From an optimization exercise on the open Yosys and OpenROAD flow, aimed at small area and a short achievable clock period; shortcuts taken in it are not production practice.
Only simulation tests tie the RTL to the original design; equivalence was not proved.
Power and IR drop assume default switching activity.

<file path="design.v">
module SingleCycleMIPS(
    CLK,
    RST,
    IR_addr,
    IR,
    RF_writedata,
    ReadDataMem,
    CEN,
    WEN,
    A,
    ReadData2,
    OEN
);
input           CLK, RST;
input   [31:0]  IR;
output  [31:0]  IR_addr, RF_writedata;
input   [31:0]  ReadDataMem;
output          CEN;
output          WEN;
output  [ 6:0]  A;
output  [31:0]  ReadData2;
output          OEN;
wire    [5:0]   op = IR[31:26];
wire    [4:0]   rs = IR[25:21];
wire    [4:0]   rt = IR[20:16];
wire    [4:0]   rd = IR[15:11];
wire    [3:0]   fn = IR[3:0];
wire    op_r   = (op == 6'h00);
wire    op_lw  = (op == 6'h23);
wire    op_sw  = (op == 6'h2b);
wire    op_beq = (op == 6'h04);
wire    op_j   = (op == 6'h02);
wire    op_jal = (op == 6'h03);
wire    op_jr  = op_r & (IR[5:0] == 6'h08);
assign CEN = ~(op_lw | op_sw);
assign OEN = ~op_lw;
assign WEN = ~op_sw;
reg     [31:0]  PC;
assign IR_addr = PC;
wire    [31:0]  PC4 = {PC[31:2] + 30'd1, PC[1:0]};
reg     [991:0] R;
reg     [31:1]  V;
wire            RegWrite = op_r | op_lw | op_jal;
wire    [4:0]   Wreg     = op_jal ? 5'd31 : (op_r ? rd : rt);
wire    [31:0]  WriteDataN;    
wire    [31:0]  ReadData1;
reg     [31:1]  we;
integer         i;
always @(*)
  for (i = 1; i < 32; i = i + 1)
    we[i]   = RegWrite & (Wreg == i);
wire    [31:1]  seln1, seln2;
rf_seldec sd1 (.r(rs), .V(V), .seln(seln1));
rf_seldec sd2 (.r(rt), .V(V), .seln(seln2));
wire    [31:1]  hold = ~we & V;
wire    [991:0] Rnext;
genvar          k, j;
generate
  for (k = 1; k < 32; k = k + 1) begin : wrow
    for (j = 0; j < 32; j = j + 1) begin : wbit
      g_ao22 u (.a1(we[k]), .a2(WriteDataN[j]), .b1(hold[k]), .b2(R[32*(k-1)+j]),
                .y(Rnext[32*(k-1)+j]));
    end
  end
endgenerate
always @(posedge CLK)
  R <= Rnext;
always @(posedge CLK or posedge RST) begin
  if (RST)
    V <= 31'd0;
  else
    V <= V | we;
end
generate
  for (j = 0; j < 32; j = j + 1) begin : rbit
    wire [31:1] col;
    for (k = 1; k < 32; k = k + 1) begin : c
      assign col[k] = R[32*(k-1)+j];
    end
    rf_rbit u1 (.sn(seln1), .dn(col), .y(ReadData1[j]));
    rf_rbit u2 (.sn(seln2), .dn(col), .y(ReadData2[j]));
  end
endgenerate
wire    [31:0]  a = ReadData1;
wire    [31:0]  b = ReadData2;
wire            sub    = (fn == 4'b0010) | (fn == 4'b1010);
wire            f_sum  = (fn == 4'b0000) | (fn == 4'b0010);
wire            f_or   = (fn == 4'b0101);
wire            f_slt  = (fn == 4'b1010);
wire            f_and  = ~(f_sum | f_or | f_slt);
wire            alu    = ~(op_jal | op_lw);
wire            s_sum  = alu & f_sum;
wire            s_or   = alu & f_or;
wire            s_and  = alu & f_and;
wire            s_slt  = alu & f_slt;
wire    [31:0]  pn;             
wire    [31:0]  other = ({32{s_or}}   & (a | b)) |
                        ({32{s_and}}  & (a & b)) |
                        ({32{op_jal}} & PC4) |
                        ({32{op_lw}}  & ReadDataMem);
wire    [31:0]  x0, x1;
assign x0[31:1] = ({31{s_sum}} & ~pn[31:1]) | other[31:1];
assign x1[31:1] = ({31{s_sum}} &  pn[31:1]) | other[31:1];
wire            b0   = ({s_sum} & ~pn[0] & ~sub) | ({s_sum} & pn[0] & sub) | other[0];
wire            dsgn = a[31] ^ b[31];
assign x0[0] = s_slt ? (dsgn ? a[31] : ~pn[31]) : b0;
assign x1[0] = s_slt ? (dsgn ? a[31] :  pn[31]) : b0;
alu_core alu_core (.a(a), .b(b), .sub(sub), .x0(x0), .x1(x1), .nx0(~x0), .nx1(~x1),
                   .pn(pn), .y(RF_writedata), .ywn(WriteDataN));
wire    [8:0]   ea = a[8:0] + IR[8:0];
assign A = ea[8:2];
wire    [16:0]  ba_lo = {1'b0, PC4[17:2]} + {1'b0, IR[15:0]};
wire    [13:0]  ba_hi = (ba_lo[16] & ~IR[15]) ? PC4[31:18] + 14'd1 :
                        (~ba_lo[16] & IR[15]) ? PC4[31:18] - 14'd1 : PC4[31:18];
wire    [31:0]  BranchAddr = {ba_hi, ba_lo[15:0], PC4[1:0]};
wire            taken = op_beq & (a == b);
wire    [31:0]  PCnext = op_jr            ? a :
                         (op_j | op_jal)  ? {PC4[31:28], IR[25:0], 2'b00} :
                         taken            ? BranchAddr : PC4;
always @(posedge CLK or posedge RST) begin
  if (RST)
    PC <= 32'd0;
  else
    PC <= PCnext;
end
endmodule
module rf_seldec(r, V, seln);
input   [4:0]   r;
input   [31:1]  V;
output  [31:1]  seln;
wire    [3:0]   hi;
wire    [7:0]   lo;
g_nor2  h0 (.a(r[3]), .b(r[4]), .y(hi[0]));
g_nor2b h1 (.an(r[4]), .b(r[3]), .y(hi[1]));
g_nor2b h2 (.an(r[3]), .b(r[4]), .y(hi[2]));
g_and2  h3 (.a(r[3]), .b(r[4]), .y(hi[3]));
g_nor3  l0 (.a(r[0]), .b(r[1]), .c(r[2]), .y(lo[0]));
g_nor3b l1 (.a(r[1]), .b(r[2]), .c(r[0]), .y(lo[1]));
g_nor3b l2 (.a(r[0]), .b(r[2]), .c(r[1]), .y(lo[2]));
g_and3b l3 (.an(r[2]), .b(r[0]), .c(r[1]), .y(lo[3]));
g_nor3b l4 (.a(r[0]), .b(r[1]), .c(r[2]), .y(lo[4]));
g_and3b l5 (.an(r[1]), .b(r[0]), .c(r[2]), .y(lo[5]));
g_and3b l6 (.an(r[0]), .b(r[1]), .c(r[2]), .y(lo[6]));
g_and3  l7 (.a(r[0]), .b(r[1]), .c(r[2]), .y(lo[7]));
genvar  k;
generate
  for (k = 1; k < 32; k = k + 1) begin : s
    g_nand3 u (.a(hi[k / 8]), .b(lo[k % 8]), .c(V[k]), .y(seln[k]));
  end
endgenerate
endmodule
module rf_rbit(sn, dn, y);
input   [31:1]  sn, dn;
output          y;
wire    [15:0]  p;
genvar          g;
generate
  for (g = 0; g < 15; g = g + 1) begin : grp
    g_o22ai u (.a1(sn[2*g+1]), .a2(dn[2*g+1]), .b1(sn[2*g+2]), .b2(dn[2*g+2]), .y(p[g]));
  end
endgenerate
g_nor2  u15 (.a(sn[31]), .b(dn[31]), .y(p[15]));
assign y = |p;
endmodule
module alu_core(a, b, sub, x0, x1, nx0, nx1, pn, y, ywn);
input   [31:0]  a, b, x0, x1, nx0, nx1;
input           sub;
output  [31:0]  pn, y, ywn;
wire    [31:0]  bx, gn;
wire            G1_1;
wire            G1_2;
wire            P1_2;
wire            G1_3;
wire            P1_3;
wire            G1_4;
wire            P1_4;
wire            G1_5;
wire            P1_5;
wire            G1_6;
wire            P1_6;
wire            G1_7;
wire            P1_7;
wire            G1_8;
wire            P1_8;
wire            G1_9;
wire            P1_9;
wire            G1_10;
wire            P1_10;
wire            G1_11;
wire            P1_11;
wire            G1_12;
wire            P1_12;
wire            G1_13;
wire            P1_13;
wire            G1_14;
wire            P1_14;
wire            G1_15;
wire            P1_15;
wire            G1_16;
wire            P1_16;
wire            G1_17;
wire            P1_17;
wire            G1_18;
wire            P1_18;
wire            G1_19;
wire            P1_19;
wire            G1_20;
wire            P1_20;
wire            G1_21;
wire            P1_21;
wire            G1_22;
wire            P1_22;
wire            G1_23;
wire            P1_23;
wire            G1_24;
wire            P1_24;
wire            G1_25;
wire            P1_25;
wire            G1_26;
wire            P1_26;
wire            G1_27;
wire            P1_27;
wire            G1_28;
wire            P1_28;
wire            G1_29;
wire            P1_29;
wire            G1_30;
wire            P1_30;
wire            G1_31;
wire            P1_31;
wire            G2_2;
wire            gn_0_inv;
wire            G2_3;
wire            G2_4;
wire            P2_4;
wire            G2_5;
wire            P2_5;
wire            G2_6;
wire            P2_6;
wire            G2_7;
wire            P2_7;
wire            G2_8;
wire            P2_8;
wire            G2_9;
wire            P2_9;
wire            G2_10;
wire            P2_10;
wire            G2_11;
wire            P2_11;
wire            G2_12;
wire            P2_12;
wire            G2_13;
wire            P2_13;
wire            G2_14;
wire            P2_14;
wire            G2_15;
wire            P2_15;
wire            G2_16;
wire            P2_16;
wire            G2_17;
wire            P2_17;
wire            G2_18;
wire            P2_18;
wire            G2_19;
wire            P2_19;
wire            G2_20;
wire            P2_20;
wire            G2_21;
wire            P2_21;
wire            G2_22;
wire            P2_22;
wire            G2_23;
wire            P2_23;
wire            G2_24;
wire            P2_24;
wire            G2_25;
wire            P2_25;
wire            G2_26;
wire            P2_26;
wire            G2_27;
wire            P2_27;
wire            G2_28;
wire            P2_28;
wire            G2_29;
wire            P2_29;
wire            G2_30;
wire            P2_30;
wire            G2_31;
wire            P2_31;
wire            G3_4;
wire            G3_5;
wire            G1_1_inv;
wire            G3_6;
wire            G3_7;
wire            G3_8;
wire            P3_8;
wire            G3_9;
wire            P3_9;
wire            G3_10;
wire            P3_10;
wire            G3_11;
wire            P3_11;
wire            G3_12;
wire            P3_12;
wire            G3_13;
wire            P3_13;
wire            G3_14;
wire            P3_14;
wire            G3_15;
wire            P3_15;
wire            G3_16;
wire            P3_16;
wire            G3_17;
wire            P3_17;
wire            G3_18;
wire            P3_18;
wire            G3_19;
wire            P3_19;
wire            G3_20;
wire            P3_20;
wire            G3_21;
wire            P3_21;
wire            G3_22;
wire            P3_22;
wire            G3_23;
wire            P3_23;
wire            G3_24;
wire            P3_24;
wire            G3_25;
wire            P3_25;
wire            G3_26;
wire            P3_26;
wire            G3_27;
wire            P3_27;
wire            G3_28;
wire            P3_28;
wire            G3_29;
wire            P3_29;
wire            G3_30;
wire            P3_30;
wire            G3_31;
wire            P3_31;
wire            G4_8;
wire            G4_9;
wire            G4_10;
wire            G2_2_inv;
wire            G4_11;
wire            G2_3_inv;
wire            G4_12;
wire            G4_13;
wire            G4_14;
wire            G4_15;
wire            G4_16;
wire            P4_16;
wire            G4_17;
wire            P4_17;
wire            G4_18;
wire            P4_18;
wire            G4_19;
wire            P4_19;
wire            G4_20;
wire            P4_20;
wire            G4_21;
wire            P4_21;
wire            G4_22;
wire            P4_22;
wire            G4_23;
wire            P4_23;
wire            G4_24;
wire            P4_24;
wire            G4_25;
wire            P4_25;
wire            G4_26;
wire            P4_26;
wire            G4_27;
wire            P4_27;
wire            G4_28;
wire            P4_28;
wire            G4_29;
wire            P4_29;
wire            G4_30;
wire            P4_30;
wire            G4_31;
wire            P4_31;
wire            G5_16;
wire            G5_17;
wire            G5_18;
wire            G5_19;
wire            G5_20;
wire            G3_4_inv;
wire            G5_21;
wire            G3_5_inv;
wire            G5_22;
wire            G3_6_inv;
wire            G5_23;
wire            G3_7_inv;
wire            G5_24;
wire            G5_25;
wire            G5_26;
wire            G5_27;
wire            G5_28;
wire            G5_29;
wire            G5_30;
wire            G5_31;
g_xor2 u1 (.a(b[0]), .b(sub), .y(bx[0]));
g_xnor2 u2 (.a(a[0]), .b(bx[0]), .y(pn[0]));
g_majn u3 (.a(a[0]), .b(bx[0]), .c(sub), .y(gn[0]));
g_xor2 u4 (.a(b[1]), .b(sub), .y(bx[1]));
g_xnor2 u5 (.a(a[1]), .b(bx[1]), .y(pn[1]));
g_nand2 u6 (.a(a[1]), .b(bx[1]), .y(gn[1]));
g_xor2 u7 (.a(b[2]), .b(sub), .y(bx[2]));
g_xnor2 u8 (.a(a[2]), .b(bx[2]), .y(pn[2]));
g_nand2 u9 (.a(a[2]), .b(bx[2]), .y(gn[2]));
g_xor2 u10 (.a(b[3]), .b(sub), .y(bx[3]));
g_xnor2 u11 (.a(a[3]), .b(bx[3]), .y(pn[3]));
g_nand2 u12 (.a(a[3]), .b(bx[3]), .y(gn[3]));
g_xor2 u13 (.a(b[4]), .b(sub), .y(bx[4]));
g_xnor2 u14 (.a(a[4]), .b(bx[4]), .y(pn[4]));
g_nand2 u15 (.a(a[4]), .b(bx[4]), .y(gn[4]));
g_xor2 u16 (.a(b[5]), .b(sub), .y(bx[5]));
g_xnor2 u17 (.a(a[5]), .b(bx[5]), .y(pn[5]));
g_nand2 u18 (.a(a[5]), .b(bx[5]), .y(gn[5]));
g_xor2 u19 (.a(b[6]), .b(sub), .y(bx[6]));
g_xnor2 u20 (.a(a[6]), .b(bx[6]), .y(pn[6]));
g_nand2 u21 (.a(a[6]), .b(bx[6]), .y(gn[6]));
g_xor2 u22 (.a(b[7]), .b(sub), .y(bx[7]));
g_xnor2 u23 (.a(a[7]), .b(bx[7]), .y(pn[7]));
g_nand2 u24 (.a(a[7]), .b(bx[7]), .y(gn[7]));
g_xor2 u25 (.a(b[8]), .b(sub), .y(bx[8]));
g_xnor2 u26 (.a(a[8]), .b(bx[8]), .y(pn[8]));
g_nand2 u27 (.a(a[8]), .b(bx[8]), .y(gn[8]));
g_xor2 u28 (.a(b[9]), .b(sub), .y(bx[9]));
g_xnor2 u29 (.a(a[9]), .b(bx[9]), .y(pn[9]));
g_nand2 u30 (.a(a[9]), .b(bx[9]), .y(gn[9]));
g_xor2 u31 (.a(b[10]), .b(sub), .y(bx[10]));
g_xnor2 u32 (.a(a[10]), .b(bx[10]), .y(pn[10]));
g_nand2 u33 (.a(a[10]), .b(bx[10]), .y(gn[10]));
g_xor2 u34 (.a(b[11]), .b(sub), .y(bx[11]));
g_xnor2 u35 (.a(a[11]), .b(bx[11]), .y(pn[11]));
g_nand2 u36 (.a(a[11]), .b(bx[11]), .y(gn[11]));
g_xor2 u37 (.a(b[12]), .b(sub), .y(bx[12]));
g_xnor2 u38 (.a(a[12]), .b(bx[12]), .y(pn[12]));
g_nand2 u39 (.a(a[12]), .b(bx[12]), .y(gn[12]));
g_xor2 u40 (.a(b[13]), .b(sub), .y(bx[13]));
g_xnor2 u41 (.a(a[13]), .b(bx[13]), .y(pn[13]));
g_nand2 u42 (.a(a[13]), .b(bx[13]), .y(gn[13]));
g_xor2 u43 (.a(b[14]), .b(sub), .y(bx[14]));
g_xnor2 u44 (.a(a[14]), .b(bx[14]), .y(pn[14]));
g_nand2 u45 (.a(a[14]), .b(bx[14]), .y(gn[14]));
g_xor2 u46 (.a(b[15]), .b(sub), .y(bx[15]));
g_xnor2 u47 (.a(a[15]), .b(bx[15]), .y(pn[15]));
g_nand2 u48 (.a(a[15]), .b(bx[15]), .y(gn[15]));
g_xor2 u49 (.a(b[16]), .b(sub), .y(bx[16]));
g_xnor2 u50 (.a(a[16]), .b(bx[16]), .y(pn[16]));
g_nand2 u51 (.a(a[16]), .b(bx[16]), .y(gn[16]));
g_xor2 u52 (.a(b[17]), .b(sub), .y(bx[17]));
g_xnor2 u53 (.a(a[17]), .b(bx[17]), .y(pn[17]));
g_nand2 u54 (.a(a[17]), .b(bx[17]), .y(gn[17]));
g_xor2 u55 (.a(b[18]), .b(sub), .y(bx[18]));
g_xnor2 u56 (.a(a[18]), .b(bx[18]), .y(pn[18]));
g_nand2 u57 (.a(a[18]), .b(bx[18]), .y(gn[18]));
g_xor2 u58 (.a(b[19]), .b(sub), .y(bx[19]));
g_xnor2 u59 (.a(a[19]), .b(bx[19]), .y(pn[19]));
g_nand2 u60 (.a(a[19]), .b(bx[19]), .y(gn[19]));
g_xor2 u61 (.a(b[20]), .b(sub), .y(bx[20]));
g_xnor2 u62 (.a(a[20]), .b(bx[20]), .y(pn[20]));
g_nand2 u63 (.a(a[20]), .b(bx[20]), .y(gn[20]));
g_xor2 u64 (.a(b[21]), .b(sub), .y(bx[21]));
g_xnor2 u65 (.a(a[21]), .b(bx[21]), .y(pn[21]));
g_nand2 u66 (.a(a[21]), .b(bx[21]), .y(gn[21]));
g_xor2 u67 (.a(b[22]), .b(sub), .y(bx[22]));
g_xnor2 u68 (.a(a[22]), .b(bx[22]), .y(pn[22]));
g_nand2 u69 (.a(a[22]), .b(bx[22]), .y(gn[22]));
g_xor2 u70 (.a(b[23]), .b(sub), .y(bx[23]));
g_xnor2 u71 (.a(a[23]), .b(bx[23]), .y(pn[23]));
g_nand2 u72 (.a(a[23]), .b(bx[23]), .y(gn[23]));
g_xor2 u73 (.a(b[24]), .b(sub), .y(bx[24]));
g_xnor2 u74 (.a(a[24]), .b(bx[24]), .y(pn[24]));
g_nand2 u75 (.a(a[24]), .b(bx[24]), .y(gn[24]));
g_xor2 u76 (.a(b[25]), .b(sub), .y(bx[25]));
g_xnor2 u77 (.a(a[25]), .b(bx[25]), .y(pn[25]));
g_nand2 u78 (.a(a[25]), .b(bx[25]), .y(gn[25]));
g_xor2 u79 (.a(b[26]), .b(sub), .y(bx[26]));
g_xnor2 u80 (.a(a[26]), .b(bx[26]), .y(pn[26]));
g_nand2 u81 (.a(a[26]), .b(bx[26]), .y(gn[26]));
g_xor2 u82 (.a(b[27]), .b(sub), .y(bx[27]));
g_xnor2 u83 (.a(a[27]), .b(bx[27]), .y(pn[27]));
g_nand2 u84 (.a(a[27]), .b(bx[27]), .y(gn[27]));
g_xor2 u85 (.a(b[28]), .b(sub), .y(bx[28]));
g_xnor2 u86 (.a(a[28]), .b(bx[28]), .y(pn[28]));
g_nand2 u87 (.a(a[28]), .b(bx[28]), .y(gn[28]));
g_xor2 u88 (.a(b[29]), .b(sub), .y(bx[29]));
g_xnor2 u89 (.a(a[29]), .b(bx[29]), .y(pn[29]));
g_nand2 u90 (.a(a[29]), .b(bx[29]), .y(gn[29]));
g_xor2 u91 (.a(b[30]), .b(sub), .y(bx[30]));
g_xnor2 u92 (.a(a[30]), .b(bx[30]), .y(pn[30]));
g_nand2 u93 (.a(a[30]), .b(bx[30]), .y(gn[30]));
g_xor2 u94 (.a(b[31]), .b(sub), .y(bx[31]));
g_xnor2 u95 (.a(a[31]), .b(bx[31]), .y(pn[31]));
g_nand2 u96 (.a(a[31]), .b(bx[31]), .y(gn[31]));
g_oai21 u97 (.a1(pn[1]), .a2(gn[0]), .b1(gn[1]), .y(G1_1));
g_oai21 u98 (.a1(pn[2]), .a2(gn[1]), .b1(gn[2]), .y(G1_2));
g_nor2 u99 (.a(pn[2]), .b(pn[1]), .y(P1_2));
g_oai21 u100 (.a1(pn[3]), .a2(gn[2]), .b1(gn[3]), .y(G1_3));
g_nor2 u101 (.a(pn[3]), .b(pn[2]), .y(P1_3));
g_oai21 u102 (.a1(pn[4]), .a2(gn[3]), .b1(gn[4]), .y(G1_4));
g_nor2 u103 (.a(pn[4]), .b(pn[3]), .y(P1_4));
g_oai21 u104 (.a1(pn[5]), .a2(gn[4]), .b1(gn[5]), .y(G1_5));
g_nor2 u105 (.a(pn[5]), .b(pn[4]), .y(P1_5));
g_oai21 u106 (.a1(pn[6]), .a2(gn[5]), .b1(gn[6]), .y(G1_6));
g_nor2 u107 (.a(pn[6]), .b(pn[5]), .y(P1_6));
g_oai21 u108 (.a1(pn[7]), .a2(gn[6]), .b1(gn[7]), .y(G1_7));
g_nor2 u109 (.a(pn[7]), .b(pn[6]), .y(P1_7));
g_oai21 u110 (.a1(pn[8]), .a2(gn[7]), .b1(gn[8]), .y(G1_8));
g_nor2 u111 (.a(pn[8]), .b(pn[7]), .y(P1_8));
g_oai21 u112 (.a1(pn[9]), .a2(gn[8]), .b1(gn[9]), .y(G1_9));
g_nor2 u113 (.a(pn[9]), .b(pn[8]), .y(P1_9));
g_oai21 u114 (.a1(pn[10]), .a2(gn[9]), .b1(gn[10]), .y(G1_10));
g_nor2 u115 (.a(pn[10]), .b(pn[9]), .y(P1_10));
g_oai21 u116 (.a1(pn[11]), .a2(gn[10]), .b1(gn[11]), .y(G1_11));
g_nor2 u117 (.a(pn[11]), .b(pn[10]), .y(P1_11));
g_oai21 u118 (.a1(pn[12]), .a2(gn[11]), .b1(gn[12]), .y(G1_12));
g_nor2 u119 (.a(pn[12]), .b(pn[11]), .y(P1_12));
g_oai21 u120 (.a1(pn[13]), .a2(gn[12]), .b1(gn[13]), .y(G1_13));
g_nor2 u121 (.a(pn[13]), .b(pn[12]), .y(P1_13));
g_oai21 u122 (.a1(pn[14]), .a2(gn[13]), .b1(gn[14]), .y(G1_14));
g_nor2 u123 (.a(pn[14]), .b(pn[13]), .y(P1_14));
g_oai21 u124 (.a1(pn[15]), .a2(gn[14]), .b1(gn[15]), .y(G1_15));
g_nor2 u125 (.a(pn[15]), .b(pn[14]), .y(P1_15));
g_oai21 u126 (.a1(pn[16]), .a2(gn[15]), .b1(gn[16]), .y(G1_16));
g_nor2 u127 (.a(pn[16]), .b(pn[15]), .y(P1_16));
g_oai21 u128 (.a1(pn[17]), .a2(gn[16]), .b1(gn[17]), .y(G1_17));
g_nor2 u129 (.a(pn[17]), .b(pn[16]), .y(P1_17));
g_oai21 u130 (.a1(pn[18]), .a2(gn[17]), .b1(gn[18]), .y(G1_18));
g_nor2 u131 (.a(pn[18]), .b(pn[17]), .y(P1_18));
g_oai21 u132 (.a1(pn[19]), .a2(gn[18]), .b1(gn[19]), .y(G1_19));
g_nor2 u133 (.a(pn[19]), .b(pn[18]), .y(P1_19));
g_oai21 u134 (.a1(pn[20]), .a2(gn[19]), .b1(gn[20]), .y(G1_20));
g_nor2 u135 (.a(pn[20]), .b(pn[19]), .y(P1_20));
g_oai21 u136 (.a1(pn[21]), .a2(gn[20]), .b1(gn[21]), .y(G1_21));
g_nor2 u137 (.a(pn[21]), .b(pn[20]), .y(P1_21));
g_oai21 u138 (.a1(pn[22]), .a2(gn[21]), .b1(gn[22]), .y(G1_22));
g_nor2 u139 (.a(pn[22]), .b(pn[21]), .y(P1_22));
g_oai21 u140 (.a1(pn[23]), .a2(gn[22]), .b1(gn[23]), .y(G1_23));
g_nor2 u141 (.a(pn[23]), .b(pn[22]), .y(P1_23));
g_oai21 u142 (.a1(pn[24]), .a2(gn[23]), .b1(gn[24]), .y(G1_24));
g_nor2 u143 (.a(pn[24]), .b(pn[23]), .y(P1_24));
g_oai21 u144 (.a1(pn[25]), .a2(gn[24]), .b1(gn[25]), .y(G1_25));
g_nor2 u145 (.a(pn[25]), .b(pn[24]), .y(P1_25));
g_oai21 u146 (.a1(pn[26]), .a2(gn[25]), .b1(gn[26]), .y(G1_26));
g_nor2 u147 (.a(pn[26]), .b(pn[25]), .y(P1_26));
g_oai21 u148 (.a1(pn[27]), .a2(gn[26]), .b1(gn[27]), .y(G1_27));
g_nor2 u149 (.a(pn[27]), .b(pn[26]), .y(P1_27));
g_oai21 u150 (.a1(pn[28]), .a2(gn[27]), .b1(gn[28]), .y(G1_28));
g_nor2 u151 (.a(pn[28]), .b(pn[27]), .y(P1_28));
g_oai21 u152 (.a1(pn[29]), .a2(gn[28]), .b1(gn[29]), .y(G1_29));
g_nor2 u153 (.a(pn[29]), .b(pn[28]), .y(P1_29));
g_oai21 u154 (.a1(pn[30]), .a2(gn[29]), .b1(gn[30]), .y(G1_30));
g_nor2 u155 (.a(pn[30]), .b(pn[29]), .y(P1_30));
g_oai21 u156 (.a1(pn[31]), .a2(gn[30]), .b1(gn[31]), .y(G1_31));
g_nor2 u157 (.a(pn[31]), .b(pn[30]), .y(P1_31));
g_inv u158 (.a(gn[0]), .y(gn_0_inv));
g_aoi21 u159 (.a1(P1_2), .a2(gn_0_inv), .b1(G1_2), .y(G2_2));
g_aoi21 u160 (.a1(P1_3), .a2(G1_1), .b1(G1_3), .y(G2_3));
g_aoi21 u161 (.a1(P1_4), .a2(G1_2), .b1(G1_4), .y(G2_4));
g_nand2 u162 (.a(P1_4), .b(P1_2), .y(P2_4));
g_aoi21 u163 (.a1(P1_5), .a2(G1_3), .b1(G1_5), .y(G2_5));
g_nand2 u164 (.a(P1_5), .b(P1_3), .y(P2_5));
g_aoi21 u165 (.a1(P1_6), .a2(G1_4), .b1(G1_6), .y(G2_6));
g_nand2 u166 (.a(P1_6), .b(P1_4), .y(P2_6));
g_aoi21 u167 (.a1(P1_7), .a2(G1_5), .b1(G1_7), .y(G2_7));
g_nand2 u168 (.a(P1_7), .b(P1_5), .y(P2_7));
g_aoi21 u169 (.a1(P1_8), .a2(G1_6), .b1(G1_8), .y(G2_8));
g_nand2 u170 (.a(P1_8), .b(P1_6), .y(P2_8));
g_aoi21 u171 (.a1(P1_9), .a2(G1_7), .b1(G1_9), .y(G2_9));
g_nand2 u172 (.a(P1_9), .b(P1_7), .y(P2_9));
g_aoi21 u173 (.a1(P1_10), .a2(G1_8), .b1(G1_10), .y(G2_10));
g_nand2 u174 (.a(P1_10), .b(P1_8), .y(P2_10));
g_aoi21 u175 (.a1(P1_11), .a2(G1_9), .b1(G1_11), .y(G2_11));
g_nand2 u176 (.a(P1_11), .b(P1_9), .y(P2_11));
g_aoi21 u177 (.a1(P1_12), .a2(G1_10), .b1(G1_12), .y(G2_12));
g_nand2 u178 (.a(P1_12), .b(P1_10), .y(P2_12));
g_aoi21 u179 (.a1(P1_13), .a2(G1_11), .b1(G1_13), .y(G2_13));
g_nand2 u180 (.a(P1_13), .b(P1_11), .y(P2_13));
g_aoi21 u181 (.a1(P1_14), .a2(G1_12), .b1(G1_14), .y(G2_14));
g_nand2 u182 (.a(P1_14), .b(P1_12), .y(P2_14));
g_aoi21 u183 (.a1(P1_15), .a2(G1_13), .b1(G1_15), .y(G2_15));
g_nand2 u184 (.a(P1_15), .b(P1_13), .y(P2_15));
g_aoi21 u185 (.a1(P1_16), .a2(G1_14), .b1(G1_16), .y(G2_16));
g_nand2 u186 (.a(P1_16), .b(P1_14), .y(P2_16));
g_aoi21 u187 (.a1(P1_17), .a2(G1_15), .b1(G1_17), .y(G2_17));
g_nand2 u188 (.a(P1_17), .b(P1_15), .y(P2_17));
g_aoi21 u189 (.a1(P1_18), .a2(G1_16), .b1(G1_18), .y(G2_18));
g_nand2 u190 (.a(P1_18), .b(P1_16), .y(P2_18));
g_aoi21 u191 (.a1(P1_19), .a2(G1_17), .b1(G1_19), .y(G2_19));
g_nand2 u192 (.a(P1_19), .b(P1_17), .y(P2_19));
g_aoi21 u193 (.a1(P1_20), .a2(G1_18), .b1(G1_20), .y(G2_20));
g_nand2 u194 (.a(P1_20), .b(P1_18), .y(P2_20));
g_aoi21 u195 (.a1(P1_21), .a2(G1_19), .b1(G1_21), .y(G2_21));
g_nand2 u196 (.a(P1_21), .b(P1_19), .y(P2_21));
g_aoi21 u197 (.a1(P1_22), .a2(G1_20), .b1(G1_22), .y(G2_22));
g_nand2 u198 (.a(P1_22), .b(P1_20), .y(P2_22));
g_aoi21 u199 (.a1(P1_23), .a2(G1_21), .b1(G1_23), .y(G2_23));
g_nand2 u200 (.a(P1_23), .b(P1_21), .y(P2_23));
g_aoi21 u201 (.a1(P1_24), .a2(G1_22), .b1(G1_24), .y(G2_24));
g_nand2 u202 (.a(P1_24), .b(P1_22), .y(P2_24));
g_aoi21 u203 (.a1(P1_25), .a2(G1_23), .b1(G1_25), .y(G2_25));
g_nand2 u204 (.a(P1_25), .b(P1_23), .y(P2_25));
g_aoi21 u205 (.a1(P1_26), .a2(G1_24), .b1(G1_26), .y(G2_26));
g_nand2 u206 (.a(P1_26), .b(P1_24), .y(P2_26));
g_aoi21 u207 (.a1(P1_27), .a2(G1_25), .b1(G1_27), .y(G2_27));
g_nand2 u208 (.a(P1_27), .b(P1_25), .y(P2_27));
g_aoi21 u209 (.a1(P1_28), .a2(G1_26), .b1(G1_28), .y(G2_28));
g_nand2 u210 (.a(P1_28), .b(P1_26), .y(P2_28));
g_aoi21 u211 (.a1(P1_29), .a2(G1_27), .b1(G1_29), .y(G2_29));
g_nand2 u212 (.a(P1_29), .b(P1_27), .y(P2_29));
g_aoi21 u213 (.a1(P1_30), .a2(G1_28), .b1(G1_30), .y(G2_30));
g_nand2 u214 (.a(P1_30), .b(P1_28), .y(P2_30));
g_aoi21 u215 (.a1(P1_31), .a2(G1_29), .b1(G1_31), .y(G2_31));
g_nand2 u216 (.a(P1_31), .b(P1_29), .y(P2_31));
g_oai21 u217 (.a1(P2_4), .a2(gn[0]), .b1(G2_4), .y(G3_4));
g_inv u218 (.a(G1_1), .y(G1_1_inv));
g_oai21 u219 (.a1(P2_5), .a2(G1_1_inv), .b1(G2_5), .y(G3_5));
g_oai21 u220 (.a1(P2_6), .a2(G2_2), .b1(G2_6), .y(G3_6));
g_oai21 u221 (.a1(P2_7), .a2(G2_3), .b1(G2_7), .y(G3_7));
g_oai21 u222 (.a1(P2_8), .a2(G2_4), .b1(G2_8), .y(G3_8));
g_nor2 u223 (.a(P2_8), .b(P2_4), .y(P3_8));
g_oai21 u224 (.a1(P2_9), .a2(G2_5), .b1(G2_9), .y(G3_9));
g_nor2 u225 (.a(P2_9), .b(P2_5), .y(P3_9));
g_oai21 u226 (.a1(P2_10), .a2(G2_6), .b1(G2_10), .y(G3_10));
g_nor2 u227 (.a(P2_10), .b(P2_6), .y(P3_10));
g_oai21 u228 (.a1(P2_11), .a2(G2_7), .b1(G2_11), .y(G3_11));
g_nor2 u229 (.a(P2_11), .b(P2_7), .y(P3_11));
g_oai21 u230 (.a1(P2_12), .a2(G2_8), .b1(G2_12), .y(G3_12));
g_nor2 u231 (.a(P2_12), .b(P2_8), .y(P3_12));
g_oai21 u232 (.a1(P2_13), .a2(G2_9), .b1(G2_13), .y(G3_13));
g_nor2 u233 (.a(P2_13), .b(P2_9), .y(P3_13));
g_oai21 u234 (.a1(P2_14), .a2(G2_10), .b1(G2_14), .y(G3_14));
g_nor2 u235 (.a(P2_14), .b(P2_10), .y(P3_14));
g_oai21 u236 (.a1(P2_15), .a2(G2_11), .b1(G2_15), .y(G3_15));
g_nor2 u237 (.a(P2_15), .b(P2_11), .y(P3_15));
g_oai21 u238 (.a1(P2_16), .a2(G2_12), .b1(G2_16), .y(G3_16));
g_nor2 u239 (.a(P2_16), .b(P2_12), .y(P3_16));
g_oai21 u240 (.a1(P2_17), .a2(G2_13), .b1(G2_17), .y(G3_17));
g_nor2 u241 (.a(P2_17), .b(P2_13), .y(P3_17));
g_oai21 u242 (.a1(P2_18), .a2(G2_14), .b1(G2_18), .y(G3_18));
g_nor2 u243 (.a(P2_18), .b(P2_14), .y(P3_18));
g_oai21 u244 (.a1(P2_19), .a2(G2_15), .b1(G2_19), .y(G3_19));
g_nor2 u245 (.a(P2_19), .b(P2_15), .y(P3_19));
g_oai21 u246 (.a1(P2_20), .a2(G2_16), .b1(G2_20), .y(G3_20));
g_nor2 u247 (.a(P2_20), .b(P2_16), .y(P3_20));
g_oai21 u248 (.a1(P2_21), .a2(G2_17), .b1(G2_21), .y(G3_21));
g_nor2 u249 (.a(P2_21), .b(P2_17), .y(P3_21));
g_oai21 u250 (.a1(P2_22), .a2(G2_18), .b1(G2_22), .y(G3_22));
g_nor2 u251 (.a(P2_22), .b(P2_18), .y(P3_22));
g_oai21 u252 (.a1(P2_23), .a2(G2_19), .b1(G2_23), .y(G3_23));
g_nor2 u253 (.a(P2_23), .b(P2_19), .y(P3_23));
g_oai21 u254 (.a1(P2_24), .a2(G2_20), .b1(G2_24), .y(G3_24));
g_nor2 u255 (.a(P2_24), .b(P2_20), .y(P3_24));
g_oai21 u256 (.a1(P2_25), .a2(G2_21), .b1(G2_25), .y(G3_25));
g_nor2 u257 (.a(P2_25), .b(P2_21), .y(P3_25));
g_oai21 u258 (.a1(P2_26), .a2(G2_22), .b1(G2_26), .y(G3_26));
g_nor2 u259 (.a(P2_26), .b(P2_22), .y(P3_26));
g_oai21 u260 (.a1(P2_27), .a2(G2_23), .b1(G2_27), .y(G3_27));
g_nor2 u261 (.a(P2_27), .b(P2_23), .y(P3_27));
g_oai21 u262 (.a1(P2_28), .a2(G2_24), .b1(G2_28), .y(G3_28));
g_nor2 u263 (.a(P2_28), .b(P2_24), .y(P3_28));
g_oai21 u264 (.a1(P2_29), .a2(G2_25), .b1(G2_29), .y(G3_29));
g_nor2 u265 (.a(P2_29), .b(P2_25), .y(P3_29));
g_oai21 u266 (.a1(P2_30), .a2(G2_26), .b1(G2_30), .y(G3_30));
g_nor2 u267 (.a(P2_30), .b(P2_26), .y(P3_30));
g_oai21 u268 (.a1(P2_31), .a2(G2_27), .b1(G2_31), .y(G3_31));
g_nor2 u269 (.a(P2_31), .b(P2_27), .y(P3_31));
g_aoi21 u270 (.a1(P3_8), .a2(gn_0_inv), .b1(G3_8), .y(G4_8));
g_aoi21 u271 (.a1(P3_9), .a2(G1_1), .b1(G3_9), .y(G4_9));
g_inv u272 (.a(G2_2), .y(G2_2_inv));
g_aoi21 u273 (.a1(P3_10), .a2(G2_2_inv), .b1(G3_10), .y(G4_10));
g_inv u274 (.a(G2_3), .y(G2_3_inv));
g_aoi21 u275 (.a1(P3_11), .a2(G2_3_inv), .b1(G3_11), .y(G4_11));
g_aoi21 u276 (.a1(P3_12), .a2(G3_4), .b1(G3_12), .y(G4_12));
g_aoi21 u277 (.a1(P3_13), .a2(G3_5), .b1(G3_13), .y(G4_13));
g_aoi21 u278 (.a1(P3_14), .a2(G3_6), .b1(G3_14), .y(G4_14));
g_aoi21 u279 (.a1(P3_15), .a2(G3_7), .b1(G3_15), .y(G4_15));
g_aoi21 u280 (.a1(P3_16), .a2(G3_8), .b1(G3_16), .y(G4_16));
g_nand2 u281 (.a(P3_16), .b(P3_8), .y(P4_16));
g_aoi21 u282 (.a1(P3_17), .a2(G3_9), .b1(G3_17), .y(G4_17));
g_nand2 u283 (.a(P3_17), .b(P3_9), .y(P4_17));
g_aoi21 u284 (.a1(P3_18), .a2(G3_10), .b1(G3_18), .y(G4_18));
g_nand2 u285 (.a(P3_18), .b(P3_10), .y(P4_18));
g_aoi21 u286 (.a1(P3_19), .a2(G3_11), .b1(G3_19), .y(G4_19));
g_nand2 u287 (.a(P3_19), .b(P3_11), .y(P4_19));
g_aoi21 u288 (.a1(P3_20), .a2(G3_12), .b1(G3_20), .y(G4_20));
g_nand2 u289 (.a(P3_20), .b(P3_12), .y(P4_20));
g_aoi21 u290 (.a1(P3_21), .a2(G3_13), .b1(G3_21), .y(G4_21));
g_nand2 u291 (.a(P3_21), .b(P3_13), .y(P4_21));
g_aoi21 u292 (.a1(P3_22), .a2(G3_14), .b1(G3_22), .y(G4_22));
g_nand2 u293 (.a(P3_22), .b(P3_14), .y(P4_22));
g_aoi21 u294 (.a1(P3_23), .a2(G3_15), .b1(G3_23), .y(G4_23));
g_nand2 u295 (.a(P3_23), .b(P3_15), .y(P4_23));
g_aoi21 u296 (.a1(P3_24), .a2(G3_16), .b1(G3_24), .y(G4_24));
g_nand2 u297 (.a(P3_24), .b(P3_16), .y(P4_24));
g_aoi21 u298 (.a1(P3_25), .a2(G3_17), .b1(G3_25), .y(G4_25));
g_nand2 u299 (.a(P3_25), .b(P3_17), .y(P4_25));
g_aoi21 u300 (.a1(P3_26), .a2(G3_18), .b1(G3_26), .y(G4_26));
g_nand2 u301 (.a(P3_26), .b(P3_18), .y(P4_26));
g_aoi21 u302 (.a1(P3_27), .a2(G3_19), .b1(G3_27), .y(G4_27));
g_nand2 u303 (.a(P3_27), .b(P3_19), .y(P4_27));
g_aoi21 u304 (.a1(P3_28), .a2(G3_20), .b1(G3_28), .y(G4_28));
g_nand2 u305 (.a(P3_28), .b(P3_20), .y(P4_28));
g_aoi21 u306 (.a1(P3_29), .a2(G3_21), .b1(G3_29), .y(G4_29));
g_nand2 u307 (.a(P3_29), .b(P3_21), .y(P4_29));
g_aoi21 u308 (.a1(P3_30), .a2(G3_22), .b1(G3_30), .y(G4_30));
g_nand2 u309 (.a(P3_30), .b(P3_22), .y(P4_30));
g_aoi21 u310 (.a1(P3_31), .a2(G3_23), .b1(G3_31), .y(G4_31));
g_nand2 u311 (.a(P3_31), .b(P3_23), .y(P4_31));
g_oai21 u312 (.a1(P4_16), .a2(gn[0]), .b1(G4_16), .y(G5_16));
g_oai21 u313 (.a1(P4_17), .a2(G1_1_inv), .b1(G4_17), .y(G5_17));
g_oai21 u314 (.a1(P4_18), .a2(G2_2), .b1(G4_18), .y(G5_18));
g_oai21 u315 (.a1(P4_19), .a2(G2_3), .b1(G4_19), .y(G5_19));
g_inv u316 (.a(G3_4), .y(G3_4_inv));
g_oai21 u317 (.a1(P4_20), .a2(G3_4_inv), .b1(G4_20), .y(G5_20));
g_inv u318 (.a(G3_5), .y(G3_5_inv));
g_oai21 u319 (.a1(P4_21), .a2(G3_5_inv), .b1(G4_21), .y(G5_21));
g_inv u320 (.a(G3_6), .y(G3_6_inv));
g_oai21 u321 (.a1(P4_22), .a2(G3_6_inv), .b1(G4_22), .y(G5_22));
g_inv u322 (.a(G3_7), .y(G3_7_inv));
g_oai21 u323 (.a1(P4_23), .a2(G3_7_inv), .b1(G4_23), .y(G5_23));
g_oai21 u324 (.a1(P4_24), .a2(G4_8), .b1(G4_24), .y(G5_24));
g_oai21 u325 (.a1(P4_25), .a2(G4_9), .b1(G4_25), .y(G5_25));
g_oai21 u326 (.a1(P4_26), .a2(G4_10), .b1(G4_26), .y(G5_26));
g_oai21 u327 (.a1(P4_27), .a2(G4_11), .b1(G4_27), .y(G5_27));
g_oai21 u328 (.a1(P4_28), .a2(G4_12), .b1(G4_28), .y(G5_28));
g_oai21 u329 (.a1(P4_29), .a2(G4_13), .b1(G4_29), .y(G5_29));
g_oai21 u330 (.a1(P4_30), .a2(G4_14), .b1(G4_30), .y(G5_30));
g_oai21 u331 (.a1(P4_31), .a2(G4_15), .b1(G4_31), .y(G5_31));
g_mux2i u332 (.a0(nx0[0]), .a1(nx1[0]), .s(G5_30), .y(y[0]));
g_mux2i u333 (.a0(x0[0]), .a1(x1[0]), .s(G5_30), .y(ywn[0]));
g_mux2i u334 (.a0(nx0[1]), .a1(nx1[1]), .s(gn_0_inv), .y(y[1]));
g_mux2i u335 (.a0(x0[1]), .a1(x1[1]), .s(gn_0_inv), .y(ywn[1]));
g_mux2i u336 (.a0(nx0[2]), .a1(nx1[2]), .s(G1_1), .y(y[2]));
g_mux2i u337 (.a0(x0[2]), .a1(x1[2]), .s(G1_1), .y(ywn[2]));
g_mux2i u338 (.a0(nx0[3]), .a1(nx1[3]), .s(G2_2_inv), .y(y[3]));
g_mux2i u339 (.a0(x0[3]), .a1(x1[3]), .s(G2_2_inv), .y(ywn[3]));
g_mux2i u340 (.a0(nx0[4]), .a1(nx1[4]), .s(G2_3_inv), .y(y[4]));
g_mux2i u341 (.a0(x0[4]), .a1(x1[4]), .s(G2_3_inv), .y(ywn[4]));
g_mux2i u342 (.a0(nx0[5]), .a1(nx1[5]), .s(G3_4), .y(y[5]));
g_mux2i u343 (.a0(x0[5]), .a1(x1[5]), .s(G3_4), .y(ywn[5]));
g_mux2i u344 (.a0(nx0[6]), .a1(nx1[6]), .s(G3_5), .y(y[6]));
g_mux2i u345 (.a0(x0[6]), .a1(x1[6]), .s(G3_5), .y(ywn[6]));
g_mux2i u346 (.a0(nx0[7]), .a1(nx1[7]), .s(G3_6), .y(y[7]));
g_mux2i u347 (.a0(x0[7]), .a1(x1[7]), .s(G3_6), .y(ywn[7]));
g_mux2i u348 (.a0(nx0[8]), .a1(nx1[8]), .s(G3_7), .y(y[8]));
g_mux2i u349 (.a0(x0[8]), .a1(x1[8]), .s(G3_7), .y(ywn[8]));
g_mux2i u350 (.a0(nx1[9]), .a1(nx0[9]), .s(G4_8), .y(y[9]));
g_mux2i u351 (.a0(x1[9]), .a1(x0[9]), .s(G4_8), .y(ywn[9]));
g_mux2i u352 (.a0(nx1[10]), .a1(nx0[10]), .s(G4_9), .y(y[10]));
g_mux2i u353 (.a0(x1[10]), .a1(x0[10]), .s(G4_9), .y(ywn[10]));
g_mux2i u354 (.a0(nx1[11]), .a1(nx0[11]), .s(G4_10), .y(y[11]));
g_mux2i u355 (.a0(x1[11]), .a1(x0[11]), .s(G4_10), .y(ywn[11]));
g_mux2i u356 (.a0(nx1[12]), .a1(nx0[12]), .s(G4_11), .y(y[12]));
g_mux2i u357 (.a0(x1[12]), .a1(x0[12]), .s(G4_11), .y(ywn[12]));
g_mux2i u358 (.a0(nx1[13]), .a1(nx0[13]), .s(G4_12), .y(y[13]));
g_mux2i u359 (.a0(x1[13]), .a1(x0[13]), .s(G4_12), .y(ywn[13]));
g_mux2i u360 (.a0(nx1[14]), .a1(nx0[14]), .s(G4_13), .y(y[14]));
g_mux2i u361 (.a0(x1[14]), .a1(x0[14]), .s(G4_13), .y(ywn[14]));
g_mux2i u362 (.a0(nx1[15]), .a1(nx0[15]), .s(G4_14), .y(y[15]));
g_mux2i u363 (.a0(x1[15]), .a1(x0[15]), .s(G4_14), .y(ywn[15]));
g_mux2i u364 (.a0(nx1[16]), .a1(nx0[16]), .s(G4_15), .y(y[16]));
g_mux2i u365 (.a0(x1[16]), .a1(x0[16]), .s(G4_15), .y(ywn[16]));
g_mux2i u366 (.a0(nx0[17]), .a1(nx1[17]), .s(G5_16), .y(y[17]));
g_mux2i u367 (.a0(x0[17]), .a1(x1[17]), .s(G5_16), .y(ywn[17]));
g_mux2i u368 (.a0(nx0[18]), .a1(nx1[18]), .s(G5_17), .y(y[18]));
g_mux2i u369 (.a0(x0[18]), .a1(x1[18]), .s(G5_17), .y(ywn[18]));
g_mux2i u370 (.a0(nx0[19]), .a1(nx1[19]), .s(G5_18), .y(y[19]));
g_mux2i u371 (.a0(x0[19]), .a1(x1[19]), .s(G5_18), .y(ywn[19]));
g_mux2i u372 (.a0(nx0[20]), .a1(nx1[20]), .s(G5_19), .y(y[20]));
g_mux2i u373 (.a0(x0[20]), .a1(x1[20]), .s(G5_19), .y(ywn[20]));
g_mux2i u374 (.a0(nx0[21]), .a1(nx1[21]), .s(G5_20), .y(y[21]));
g_mux2i u375 (.a0(x0[21]), .a1(x1[21]), .s(G5_20), .y(ywn[21]));
g_mux2i u376 (.a0(nx0[22]), .a1(nx1[22]), .s(G5_21), .y(y[22]));
g_mux2i u377 (.a0(x0[22]), .a1(x1[22]), .s(G5_21), .y(ywn[22]));
g_mux2i u378 (.a0(nx0[23]), .a1(nx1[23]), .s(G5_22), .y(y[23]));
g_mux2i u379 (.a0(x0[23]), .a1(x1[23]), .s(G5_22), .y(ywn[23]));
g_mux2i u380 (.a0(nx0[24]), .a1(nx1[24]), .s(G5_23), .y(y[24]));
g_mux2i u381 (.a0(x0[24]), .a1(x1[24]), .s(G5_23), .y(ywn[24]));
g_mux2i u382 (.a0(nx0[25]), .a1(nx1[25]), .s(G5_24), .y(y[25]));
g_mux2i u383 (.a0(x0[25]), .a1(x1[25]), .s(G5_24), .y(ywn[25]));
g_mux2i u384 (.a0(nx0[26]), .a1(nx1[26]), .s(G5_25), .y(y[26]));
g_mux2i u385 (.a0(x0[26]), .a1(x1[26]), .s(G5_25), .y(ywn[26]));
g_mux2i u386 (.a0(nx0[27]), .a1(nx1[27]), .s(G5_26), .y(y[27]));
g_mux2i u387 (.a0(x0[27]), .a1(x1[27]), .s(G5_26), .y(ywn[27]));
g_mux2i u388 (.a0(nx0[28]), .a1(nx1[28]), .s(G5_27), .y(y[28]));
g_mux2i u389 (.a0(x0[28]), .a1(x1[28]), .s(G5_27), .y(ywn[28]));
g_mux2i u390 (.a0(nx0[29]), .a1(nx1[29]), .s(G5_28), .y(y[29]));
g_mux2i u391 (.a0(x0[29]), .a1(x1[29]), .s(G5_28), .y(ywn[29]));
g_mux2i u392 (.a0(nx0[30]), .a1(nx1[30]), .s(G5_29), .y(y[30]));
g_mux2i u393 (.a0(x0[30]), .a1(x1[30]), .s(G5_29), .y(ywn[30]));
g_mux2i u394 (.a0(nx0[31]), .a1(nx1[31]), .s(G5_30), .y(y[31]));
g_mux2i u395 (.a0(x0[31]), .a1(x1[31]), .s(G5_30), .y(ywn[31]));
endmodule
module g_inv(a, y);
input   a;
output  y;
assign y = ~a;
endmodule
module g_nand2(a, b, y);
input   a, b;
output  y;
assign y = ~(a & b);
endmodule
module g_nor2(a, b, y);
input   a, b;
output  y;
assign y = ~(a | b);
endmodule
module g_xor2(a, b, y);
input   a, b;
output  y;
assign y = a ^ b;
endmodule
module g_xnor2(a, b, y);
input   a, b;
output  y;
assign y = ~(a ^ b);
endmodule
module g_nand3(a, b, c, y);
input   a, b, c;
output  y;
assign y = ~(a & b & c);
endmodule
module g_nand4(a, b, c, d, y);
input   a, b, c, d;
output  y;
assign y = ~(a & b & c & d);
endmodule
module g_nor3(a, b, c, y);
input   a, b, c;
output  y;
assign y = ~(a | b | c);
endmodule
module g_and2(a, b, y);
input   a, b;
output  y;
assign y = a & b;
endmodule
module g_and3(a, b, c, y);
input   a, b, c;
output  y;
assign y = a & b & c;
endmodule
module g_nor4(a, b, c, d, y);
input   a, b, c, d;
output  y;
assign y = ~(a | b | c | d);
endmodule
module g_o22ai(a1, a2, b1, b2, y);
input   a1, a2, b1, b2;
output  y;
assign y = ~((a1 | a2) & (b1 | b2));
endmodule
module g_nor2b(an, b, y);
input   an, b;
output  y;
assign y = ~an & b;
endmodule
module g_and3b(an, b, c, y);
input   an, b, c;
output  y;
assign y = ~an & b & c;
endmodule
module g_nor3b(a, b, c, y);
input   a, b, c;
output  y;
assign y = ~a & ~b & c;
endmodule
module g_aoi21(a1, a2, b1, y);
input   a1, a2, b1;
output  y;
assign y = ~((a1 & a2) | b1);
endmodule
module g_oai21(a1, a2, b1, y);
input   a1, a2, b1;
output  y;
assign y = ~((a1 | a2) & b1);
endmodule
module g_mux2i(a0, a1, s, y);
input   a0, a1, s;
output  y;
assign y = ~(s ? a1 : a0);
endmodule
module g_majn(a, b, c, y);
input   a, b, c;
output  y;
assign y = ~((a & b) | (c & (a | b)));
endmodule
module g_ao22(a1, a2, b1, b2, y);
input   a1, a2, b1, b2;
output  y;
assign y = (a1 & a2) | (b1 & b2);
endmodule
</file>
<file path="flow/run.sh">
#!/bin/bash
# The standard layout (standard.sh), with two changes made through ORFS
# variables: the port buffers start as buf_2 (timing repair sizes up the
# critical ones), and clock tree synthesis clusters up to 24 flip-flops within
# 80 um per clkbuf_16 and inserts no dummy loads. make's full output goes to
# standard.log here; ORFS keeps each step's log under orfs/logs/.
set -euo pipefail
export BUFFER_PORTS_ARGS="-buffer_cell sky130_fd_sc_hd__buf_2"
export CTS_ARGS="-sink_clustering_enable -repair_clock_nets -dont_use_dummy_load -buf_list sky130_fd_sc_hd__clkbuf_16 -sink_clustering_size 24 -sink_clustering_max_diameter 80"
bash standard.sh > standard.log 2>&1
</file>
<file path="standard.sh">
#!/bin/bash
# synth_recipe.tcl (not shown) runs the flow's synth.tcl, then flattens the netlist and writes it again
# the make line also repeats each setting of config.mk as NAME=value (left out here)
make -C /OpenROAD-flow-scripts/flow DESIGN_CONFIG=/design/flow/config.mk WORK_HOME=/design/flow/orfs CLKGATE_MAP_FILE= SYNTH_SCRIPT=/design/flow/synth_recipe.tcl "${@:-finish}"
</file>
<file path="config.mk">
export PLATFORM = sky130hd
export DESIGN_NAME = SingleCycleMIPS
export DESIGN_NICKNAME = SingleCycleMIPS
export VERILOG_FILES = /design/flow/design.v
export SDC_FILE = /design/flow/constraint.sdc
export NUM_CORES = 4
export LEC_CHECK = 0
export CAP_MARGIN = 20
export CORE_MARGIN = 2
export CORE_UTILIZATION = 50
export PLACE_DENSITY = 0.65
export SETUP_SLACK_MARGIN = 2.8
export SLEW_MARGIN = 20
export SYNTH_HIERARCHICAL = 1
</file>
<file path="constraint.sdc">
create_clock -name core_clock -period 11.5 [get_ports {CLK}]
set_input_delay 2.3000 -clock core_clock [delete_from_list [all_inputs] [get_ports {CLK}]]
set_output_delay 2.3000 -clock core_clock [all_outputs]
set_load 0.01 [all_outputs]
</file>
==> run notes, run 1 <==
final setup violation count 0; Syn Nets 5029; most common flop cell mapped by yosys dfxtp_1; first-pass GRT wire length 346000 µm; post-layout util 61.7%; Final Hold Viols 0; CP max stage delay ~0.83 ns; Synth Area in XOR/XNOR 2.17%; CP startpoint IR[17]; DR vias 51720; Mapped Area 47600 µm²; vias per cell 7.72; Worst Hold Class register to register; Compound-Gate Fraction of Synth Area 36.0%; largest net degree at the start of global routing 64; R2R setup slack 5.31 ns; main area contributors after synthesis dfxtp_1, a22o_1, o22ai_1, nor4_1, dfrtp_1; post-synthesis mux area share 1.62%; deepest clock path buffer count 3; type of the worst setup path primary input to primary output; Worst-Margin Slew around 1.2 ns; Crit-path slowest cell nor4_4; Synth Area in Simple Gates 11.1%; crit end category primary output; cell repeated most along the worst path nand2_1; Power Density approximately 130 nW/µm²; core area about 95000 µm²; RSZ-0062 raised after global routing yes; final RePlAce weighted congestion 1.07; DP Area 52900 µm²; length in cells of the worst reg-to-reg path 17; CTS tree built; Port-buffer cells 171; Synth async-reset ratio 5.97%; clk latency of the worst-skew pair between 0.7 and 0.8 ns; clk root buf clkbuf_16; I/O pins 172; fin nets around 5600; Routed WL per cell 36.8 µm; CP required slightly above 9 ns; leading area contributor after synthesis dfxtp_1; Iteration-0 DRC Markers roughly 8400; Avg Cell Area, Syn approximately 9.8 µm²; post-route clock skew 0.0607 ns; flops & latches, synth between 1000 and 1500; r2r endpoint PC[19]; Post-synth EDFFs 0; synth warn 7; CP max FO 32; die area 97600 µm²; H-Tree Depth 2; number of buffers created by CTS 54; Cell Chain, Critical Path clkbuf_4 -> and3b_2 -> nand3_1 -> buf_12 -> o22ai_1 -> nor4_4 -> nand4_1 -> xor2_2 -> xnor2_2 -> nor2_4 -> nand2_1 -> nor2_1 -> nand2_1 -> o21ai_2 -> buf_4 -> mux2i_1 -> buf_2; Worst path depth 17; fin. max-slew vios 0; ANT nets after route 0; Period Utilization, post-route 77.3%; Worst path top cell family by delay simple AND/OR/NAND/NOR gates; main combinational cell family by area after synthesis compound AO/OA/AOI/OAI gates; Yosys top cell area share 41.7%; Die W 312 µm; post-DP HPWL 166000 µm; post-synthesis instance total roughly 4900; share of cells above drive strength 1 20.9%; GR Overflow Total 0; GRT Total Usage between 40% and 50%; f_max 112 MHz; # DRC 0; final instance area 58400 µm²; status complete, no violations; Worst IR Drop VDD 0.116 mV; Routed WL 247000 µm; Max Cap Viol 0; Initial Util 50.3%; post-layout min period around 8.9 ns; row cnt 113; Post-Synth Adder-Cell Area 2.41%; initial antenna violation count 24; Worst-path clk slew 0.08 ns; Leak 23.2 nW; sequential area share after synthesis a little under half; most frequent cells in the layout dfxtp_1, a22o_1, o22ai_1; Area growth syn-to-layout 22.7%; Fin Setup TNS 0 ns; Cell variety after synth 65; relative slew slack 18.1%; DRT Pass-1 Iters 7; clock tree sinks 1055; Worst EP arrival 6.59 ns; reg2reg start V[17]; Critical Path End RF_writedata[29]; vias in the first global route 46494; Worst Path Buf+Inv 4; Cells on Worst Hold Path 1; startpoint types primary input; Die H 312 µm
-- repair_timing --
item | in CTS | in global routing
setup buffers | 71 | 26
gates resized for setup | 356 | 196
setup endpoints to repair | 38 | 27
hold buffers | 0 | 0
pin swaps | 63 | 46
-- per-module statistics from Yosys, one instance, submodules excluded, a selection --
module,flops+latches,times used
g_oai21,0,72
g_nor3b,0,6
g_nor2b,0,4
g_nor2,0,118
g_xor2,0,32
g_nand3,0,62
g_xnor2,0,32
g_ao22,0,992
-- per-stage QoR --
step                std cells  hold WS, ns  power [mW]  setup slack (ns)
global route             6693        0.514        7.67              2.72
detailed placement       6536        0.479        5.31              1.44
CTS                      6661        0.502        7.37              2.77
finish                   6702        0.504        7.52              2.61
global placement         6534        0.475        5.30              1.44
floorplan                4872        0.463        4.61              3.31
-- kinds of logic after synthesis --
kind of cell    count (synthesis)
mux                            77
buf+inv                       198
compound gates               2337
simple gates                  996
fa+ha+maj                      91
flops                        1055
xor+xnor                      118
-- synth_stat cells (all sizes together) (8+ instances only) --
cell type / instances
a22oi: 39
and3: 11
nor2: 188
o21ai: 162
o21a: 8
clkbuf: 39
dfxtp: 992
ha: 90
xnor2: 63
mux2i: 76
xor2: 55
o22ai: 975
and2: 18
inv: 155
a22o: 992
nor4: 273
nand3: 93
nand2: 187
a21o: 18
nand2b: 18
a21oi: 104
dfrtp: 63
or2: 33
nor2b: 32
nand4: 84
nor3: 26
-- final cells by class --
| class | count | area [µm²] |
|---|---|---|
| Tap cell | 1265 | 1580 |
| Clock buffer | 54 | 1350 |
| Fill cell | 7956 | 36200 |
| Sequential cell | 1055 | 21400 |
| Antenna cell | 10 | 25.0 |
| Inverter | 155 | 582 |
| Timing Repair Buffer | 544 | 4230 |
| Multi-Input combinational cell | 3619 | 29200 |
-- metal layers --
layer  track usage (%)  vias to the layer above  share of wire [%]
met5             0.677                        -              0.068
met4              37.2                       18                9.7
met3              14.7                      966                 14
met2              68.7                     4523                 40
met1              60.6                    25075                 36
li1                  -                    21138                  -
-- power breakdown --
| part | leakage, nW | internal, mW | switching (mW) |
|---|---|---|---|
| Clock | 0.666 | 0.835 | 1.24 |
| Combinational | 13.7 | 0.511 | 1.14 |
| Sequential | 8.80 | 3.70 | 0.0887 |
-- state kept, by name, indices dropped and copies added (netlist names) --
name,flops
PC,32
R,992
V,31
-- worst min-delay path by stage --
stage / startpoint / to / slack, ns
detailed placement: R[554] / R[554] / 0.48
floorplan: R[0] / R[0] / 0.46
global placement: R[588] / R[588] / 0.47
global route: R[255] / R[255] / 0.51
finish: R[415] / R[415] / 0.50
CTS: R[224] / R[224] / 0.50
==> run 2, diff against run 1 <==
--- a/design.v
+++ b/design.v
@@ -84,5 +84,5 @@
 wire    [31:0]  a = ReadData1;
 wire    [31:0]  b = ReadData2;
-wire            sub    = (fn == 4'b0010) | (fn == 4'b1010);
+wire            sub    = (fn == 4'b0010) | (fn == 4'b1010) | op_beq;
 wire            f_sum  = (fn == 4'b0000) | (fn == 4'b0010);
 wire            f_or   = (fn == 4'b0101);
@@ -95,6 +95,9 @@
 wire            s_slt  = alu & f_slt;
 wire    [31:0]  pn;             
-wire    [31:0]  other = ({32{s_or}}   & (a | b)) |
-                        ({32{s_and}}  & (a & b)) |
+wire    [31:0]  gn;             
+wire    [31:0]  a_and_b = {~gn[31:1], a[0] & b[0]};
+wire    [31:0]  a_or_b  = {~(pn[31:1] & gn[31:1]), a[0] | b[0]};
+wire    [31:0]  other = ({32{s_or}}   & a_or_b) |
+                        ({32{s_and}}  & a_and_b) |
                         ({32{op_jal}} & PC4) |
                         ({32{op_lw}}  & ReadDataMem);
@@ -107,5 +110,5 @@
 assign x1[0] = s_slt ? (dsgn ? a[31] :  pn[31]) : b0;
 alu_core alu_core (.a(a), .b(b), .sub(sub), .x0(x0), .x1(x1), .nx0(~x0), .nx1(~x1),
-                   .pn(pn), .y(RF_writedata), .ywn(WriteDataN));
+                   .pn(pn), .gn(gn), .y(RF_writedata), .ywn(WriteDataN));
 wire    [8:0]   ea = a[8:0] + IR[8:0];
 assign A = ea[8:2];
@@ -114,5 +117,5 @@
                         (~ba_lo[16] & IR[15]) ? PC4[31:18] - 14'd1 : PC4[31:18];
 wire    [31:0]  BranchAddr = {ba_hi, ba_lo[15:0], PC4[1:0]};
-wire            taken = op_beq & (a == b);
+wire            taken = op_beq & ~|pn;
 wire    [31:0]  PCnext = op_jr            ? a :
                          (op_j | op_jal)  ? {PC4[31:28], IR[25:0], 2'b00} :
@@ -163,9 +166,9 @@
 assign y = |p;
 endmodule
-module alu_core(a, b, sub, x0, x1, nx0, nx1, pn, y, ywn);
+module alu_core(a, b, sub, x0, x1, nx0, nx1, pn, gn, y, ywn);
 input   [31:0]  a, b, x0, x1, nx0, nx1;
 input           sub;
-output  [31:0]  pn, y, ywn;
-wire    [31:0]  bx, gn;
+output  [31:0]  pn, gn, y, ywn;
+wire    [31:0]  bx;
 wire            G1_1;
 wire            G1_2;
==> run 2 against run 1 <==
Register-to-register slack got worse by 0.24 ns. Final cell count decreased by 0.97%. Sequential share of layout area decreased by 0.21 points. Non-clock buffer count increased by 61. Cell area increased by 0.58%. Synthesized cell count decreased by 2.7%. Combinational power decreased by 3%. Highest routed layer unchanged. First-iteration DRC count increased by 5.6%. Utilization increased by 1.5 points. Area after synthesis decreased by 1.9%. Total power decreased by 0.52%.
==> run notes, run 2 <==
final RePlAce weighted congestion between 1 and 1.5; Worst-path clk slew 0.07 ns; I/O pins 172; relative slew slack 16.1%; crit end category primary output; commonest non-fill, non-tap cell in the layout a22o_1; type of the worst setup path primary input to primary output; Area growth syn-to-layout 25.7%; Worst EP arrival 6.53 ns; Syn Nets slightly below 5000; most common flop cell mapped by yosys dfxtp_1; clk root buf clkbuf_16; Comb power frac 21.4%; Avg Cell Area, Syn 9.85 µm²; Power Density 127 nW/µm²; Die W 310 µm; sequential area share after synthesis 45.9%; Fin Setup TNS 0 ns; Synth async-reset ratio around 6.0%; RSZ-0062 raised after global routing yes; CTS tree built; # DRC 0; post-layout util 63.2%; CP required around 9.2 ns; Psw 2.45 mW; Seq pwr share 50.5%; dpl ws 1.00 ns; fin nets around 5500; Port-buffer cells 171; DRT Pass-1 Iters 9; Initial Util 50.3%; row cnt 112; post-route clock skew 0.0964 ns; post-layout min period approximately 9 ns; Clock Power Share 28.1%; Yosys top cell area share 42.5%; Cells on Worst Hold Path 1; Post-synth EDFFs 0; Leak 23.0 nW; biggest regs R: 992 flops, PC: 32 flops, V: 31 flops; initial antenna violation count 36; worst hold slack 0.503 ns; Die H 310 µm; final setup violation count 0; leading area contributor after synthesis dfxtp_1; Routed WL 262000 µm; most frequent cells in the layout a22o_1, dfxtp_1, o22ai_1; Max Cap Viol 0; first-pass GRT wire length 357000 µm; Worst-Margin Slew 1.23 ns; synth warn 7; length in cells of the worst reg-to-reg path 14; final setup margin between 2 and 3 ns; clk latency of the worst-skew pair 0.74 ns; clock tree sinks 1055; post-synthesis instance total 4741; Worst Hold Class register to register; GR Overflow Total 0; status complete, no violations; vias per cell 7.81; GRT Total Usage 52.0%; post-DP HPWL roughly 170000 µm; ANT nets after route 0; largest net degree at the start of global routing 50; Iteration-0 DRC Markers 8916; Largest register FFs 992; deepest clock path buffer count 3; main area contributors after synthesis dfxtp_1, a22o_1, o22ai_1, nor4_1, dfrtp_1; switching share of power 32.7%; vias in the first global route 46503; number of buffers created by CTS 55; die area 95800 µm²; H-Tree Depth 2; share of cells above drive strength 1 a little under a quarter; startpoint types primary input; Worst IR Drop VDD 0.152 mV; Final Hold Viols 0; Cell variety after synth 80; f_max 113 MHz; flops & latches, synth 1055; Pwr Total 7.48 mW; Int Pwr 5.03 mW; CP max FO 13; Biggest register R; # hold bufs at CTS 0; Mapped Area 46700 µm²; fin. max-slew vios 0; core area 92900 µm²; DR vias between 50000 and 60000; Commonest cells post-synth a22o_1, dfxtp_1, o22ai_1; Routed WL per cell ~39 µm; Period Utilization, post-route 76.8%; count leader, synth a22o_1
[run 2: changes by cell type in the layout (fill, tap and decap cells not counted), sizes merged, moves of 22 or more]
cell / before / now
buf: 537 / 589
nor2: 188 / 226
inv: 154 / 92
o21ai: 162 / 140
ha: 90 / 26
nand2: 187 / 162
o211ai: 6 / 29
[run 2: final timing paths]
check                      slack [ns]   start          endpoint
setup / recovery                 2.67  IR[23]  RF_writedata[12]
hold / removal                   0.50  R[164]            R[164]
setup reg to reg                 5.07   PC[2]            PC[31]
hold reg to reg                  0.50  R[164]            R[164]
max in group asynchronous        8.72     RST             V[28]
min in group asynchronous        1.57     RST            PC[26]
[run 2: modules after synthesis (local to each module, per instance), a selection]
module   cells inside  area [µm²]  times used
g_nor3b             1        12.5           6
g_ao22              1        8.76         992
g_xnor2             1        8.76          32
g_nor3              1        10.0           2
g_mux2i             1        10.0          64
g_inv               1        3.75           8
g_oai21             1        5.00          72
g_o22ai             1        6.26         960
g_nand3             1        5.00          62
[run 2: power groups by stage]
stage               Combinational (mW)  Clock, mW  Sequential (mW)
floorplan                        0.694          0             3.84
global placement                  1.33          0             3.85
detailed placement                1.33          0             3.85
CTS                               1.43       2.07             3.77
global route                      1.63       2.19             3.78
finish                            1.60       2.10             3.78
[run 2: final cells by class]
cell class	count	area, µm²
sequential	1055	21400
fill	7820	34200
timing repair buffer	605	5000
antenna	22	55.1
tap	1254	1570
inverter	95	360
clock buffer	55	1380
multi-input combinational	3551	28900
[run 2: routing by layer]
layer	routed length, µm	GRT usage (%)	part of all wire [%]
met1	88400	61.8	34
met2	104000	72.7	40
met3	42400	22.5	16
met4	27200	41.5	10
met5	215	0.961	0.082
[run 2: timing repair]
action                                  in CTS  in global routing
gates resized for setup                    370                212
setup buffers                               85                 49
endpoints found under the setup margin      38                 30
cloned                                       0                 13
pin swaps                                   75                 59
[run 2: critical path, stage by stage]
cell      delay (ns)
clkbuf_4        0.22
and3_2          0.35
nand3_4         0.24
buf_4           0.26
o22ai_1         0.14
nor4_4          0.85
nand4_1         0.21
buf_4           0.24
xnor2_4         0.35
nor2_4          0.10
a21oi_2         0.23
o21ai_2         0.12
a21oi_4         0.25
mux2i_1         0.26
buf_4           0.21
buf_2           0.15
[run 2: metrics by stage]
stage               std cells  area (µm²)
global route             6618       58700
floorplan                4741       46700
finish                   6637       58700
CTS                      6549       56700
detailed placement       6409       52400
global placement         6401       52200
[run 2: logic make-up after synthesis]
logic type / share of synthesized area [%]
compound gates: 36.8
mux: 1.59
xor+xnor: 2.23
flops: 45.9
fa+ha+maj: 0.740
simple gates: 11.6
buf+inv: 1.17

## separate check: timing with driven ports
The flow's constraints put no driver on any port. The routed layouts listed below were extracted and timed again, unchanged, in two steps. Step 1 (the two cells are an assumption about what drives the block):
set clk [get_ports {CLK}]
set_driving_cell -lib_cell sky130_fd_sc_hd__clkbuf_16 $clk
set_driving_cell -lib_cell sky130_fd_sc_hd__buf_2 [delete_from_list [all_inputs] $clk]
Step 2 adds t to the input delays and takes it off the output delays; t is the mean of the earliest and latest rising clock arrival at the registers after step 1. Input paths then give back, and output paths get back, about the clock's delay inside the block. Slacks: ideal ports / drivers / drivers and shift; pairs: ideal ports / drivers.
| run | t, ns | setup slack, ns | hold slack, ns |
|---|---|---|---|
| run 1 | 0.766 | 2.610 / 2.588 / 2.588 | 0.504 / 0.504 / 0.504 |
| run 2 | 0.767 | 2.667 / 2.643 / 2.643 | 0.503 / 0.503 / 0.503 |
After both steps every run listed still meets setup and hold. For run 2, which loses most, drivers alone change the setup slack by -0.024 ns; drivers and shift together by -0.024 ns.
